This design comes from an exercise in tuning for small area and a short achievable clock period on the open sky130 flow, not from production work. Function was checked by simulation only, so behaviour that the tests miss may differ from the original. No activity file was given, so power comes from the tool's default toggle rates.

==> inputs of build 70 <==
Design top, start of the top module:
module top(clk, reset, imem_addr, imem_data, dmem_addr, dmem_wdata, dmem_we, dmem_rdata, writed);
clock: 5.5 ns
lec_check: 0
cap_margin: 20
core_margin: 2
core_utilization: 40
place_density: 0.6
setup_slack_margin: 2.9
slew_margin: 20
synth_hierarchical: 1
standard.sh (not shown) runs the stock make flow with config.mk's settings and CLKGATE_MAP_FILE= SYNTH_SCRIPT=/design/flow/synth_recipe.tcl, a recipe that flattens the netlist after the stock synthesis.
==> flow/flow/run.sh <==
#!/bin/bash
# The standard layout, with buf_2 cells (instead of the flow's default pick)
# buffering the input and output ports. make's output goes to flow_make.log;
# each ORFS step also keeps its own log under orfs/logs/.
set -euo pipefail
bash standard.sh 'BUFFER_PORTS_ARGS=-buffer_cell sky130_fd_sc_hd__buf_2' finish > flow_make.log 2>&1
==> inputs of trial 21, as changes to build 70 <==
--- a/flow/design.v
+++ b/flow/design.v
@@ -67,18 +67,18 @@
         d_fmb <= f_fmb;
         d_fea <= d_wen && !d_lw && (f_rs == d_rn);
         d_feb <= d_wen && !d_lw && (f_rt == d_rn);
     end
     reg [31:0] rf [1:31];
-    reg [31:1] m_we;                 
-    reg m_lw;
+    reg [4:0] m_rn;
+    reg m_wen, m_lw;
     reg [31:0] m_r;
     wire [31:0] m_val = m_lw ? dmem_rdata : m_r;
     generate
         for (gi = 1; gi < 32; gi = gi + 1) begin : g_rf
             always @(posedge clk)
-                if (m_we[gi]) rf[gi] <= m_val;
+                if (m_wen && m_rn == gi) rf[gi] <= m_val;
         end
     endgenerate
     wire [31:0] qa, qb;
     wire [32:1] sa = {1'b0, d_sa};
     wire [32:1] sb = {1'b0, d_sb};
@@ -193,15 +193,20 @@
     wire e_r0e = e_cin ? e_t1[0] : e_t0[0];
     ex_sel u_out0(.s(e_c[32]), .d1(!e_slt & e_r0e), .d0(e_slt | e_r0e), .y(e_r[0]));
     reg [31:0] m_s;
     reg m_sw;
     always @(posedge clk) begin
-        if (reset) m_sw <= 1'b0;
-        else m_sw <= e_sw;
-        for (i = 1; i < 32; i = i + 1)
-            m_we[i] <= !reset && e_wen && (e_rn == i);
+        if (reset) begin
+            m_wen <= 1'b0;
+            m_sw <= 1'b0;
+        end
+        else begin
+            m_wen <= e_wen;
+            m_sw <= e_sw;
+        end
         m_lw <= e_lw;
+        m_rn <= e_rn;
         m_r <= e_r;
         m_s <= e_fs ? m_r : e_s;
     end
     assign dmem_addr = m_r;
     assign dmem_wdata = m_s;
@@ -211,26 +216,30 @@
     assign writed = w_r;
 endmodule
 module ex_pre(ea, eb, fa, fb, inv, p1, p0, g1, g0);
     input ea, eb, fa, fb, inv;
     output p1, p0, g1, g0;
+    wire a1 = fa | ea;
+    wire a0 = !fa & ea;
     wire b1 = fb ? !inv : eb;
     wire b0 = fb ? inv : eb;
-    assign p1 = fa ? !b1 : (ea ^ b1);
-    assign g1 = (fa | ea) & b1;
-    assign p0 = fa ? b0 : (ea ^ b0);
-    assign g0 = !fa & ea & b0;
+    assign p1 = a1 ^ b1;
+    assign g1 = a1 & b1;
+    assign p0 = a0 ^ b0;
+    assign g0 = a0 & b0;
 endmodule
 module ex_pre0(ea, eb, fa, fb, inv, ci, p1, p0, g1, g0);
     input ea, eb, fa, fb, inv, ci;
     output p1, p0, g1, g0;
+    wire a1 = fa | ea;
+    wire a0 = !fa & ea;
     wire b1 = fb ? !inv : eb;
     wire b0 = fb ? inv : eb;
-    assign p1 = fa ? !b1 : (ea ^ b1);
-    assign g1 = ci ? (fa | ea | b1) : ((fa | ea) & b1);
-    assign p0 = fa ? b0 : (ea ^ b0);
-    assign g0 = ci ? ((!fa & ea) | b0) : (!fa & ea & b0);
+    assign p1 = a1 ^ b1;
+    assign g1 = (a1 & b1) | (p1 & ci);
+    assign p0 = a0 ^ b0;
+    assign g0 = (a0 & b0) | (p0 & ci);
 endmodule
 module ex_pmux(m, p1, p0, g1, g0, pn, gn);
     input m, p1, p0, g1, g0;
     output pn, gn;
     assign pn = ~(m ? p1 : p0);
--- a/flow/config.mk
+++ b/flow/config.mk
@@ -10,5 +10,6 @@
 export CORE_UTILIZATION = 40
 export PLACE_DENSITY = 0.6
 export SETUP_SLACK_MARGIN = 2.9
 export SLEW_MARGIN = 20
 export SYNTH_HIERARCHICAL = 1
+export TNS_END_PERCENT = 5
==> run notes <==
|  | build 70 | trial 21 |
|---|---|---|
| Run status | complete, no violations | complete, no violations |
| Number of design-rule violations left by the first detailed-router iteration | 8537 | 8427 |
| Data arrival time at the worst-slack endpoint | 3470 ps | 3420 ps |
| Slew at the pin with the worst max-slew slack | 927 ps | 1110 ps |
| Final worst setup slack | 2750 ps | 2740 ps |
| First-pass GRT wire length | 300000 µm | 286000 µm |
| Reg power frac | 0.466 | 0.470 |
| Clock network power share | 0.400 | 0.415 |
| Post-route non-filler standard cell count | 6122 | 6020 |
| X dimension of the die | 377 µm | 375 µm |
| Via count | 42100 | 41100 |
| Syn Inst Count | 3752 | 3694 |
| Die Y | 377 µm | 375 µm |
| Wire per inst | 36.0 µm | 34.2 µm |
| Signed area change from the synthesized netlist to the final layout | 20.4% | 17.9% |
| Net switching power figure | 6.29 mW | 5.93 mW |
| Vias in the first global route | 40000 | 39400 |
| Non-CTS buffers | 368 | 322 |
| Internal cell power | 17.6 mW | 17.3 mW |
| Remaining max-slew budget at the tightest pin | 0.382 | 0.263 |
| Number of signal-net inverters in the final layout | 84 | 83 |
| Crit path required time | 6210 ps | 6170 ps |
| Post-route fraction of the period consumed by the critical path | 0.501 | 0.501 |

## port drivers added, routing unchanged
No port has a modelled driver above. Below, the same layouts with a new extraction and two added sets of constraints.
Step 1 assumes that a clkbuf_16 drives the clock port and a buf_2 every other input.
Step 2 moves the port delays by t, midway between the first and last clock arrival at a register: inputs arrive t later, outputs are due t later. That takes back most of the time a late clock gives input paths.
a / b / c = ideal / step 1 / step 2; a / b = the first two.
run | shift t [ns] | setup slack, ns | hold slack, ns | worst setup path at the end | latest minus earliest clock arrival (ns)
build 70 | 0.855 | 2.746 / 2.746 / 2.290 | 0.324 / 0.324 / 0.324 | input to register | 0.039 / 0.039
trial 21 | 0.857 | 2.744 / 2.669 / 2.309 | 0.325 / 0.325 / 0.325 | input to register | 0.028 / 0.028
After both steps every run listed still meets setup and hold. The setup slack of build 70, which loses most, moves by 0.000 ns with the drivers and by -0.456 ns with both steps.
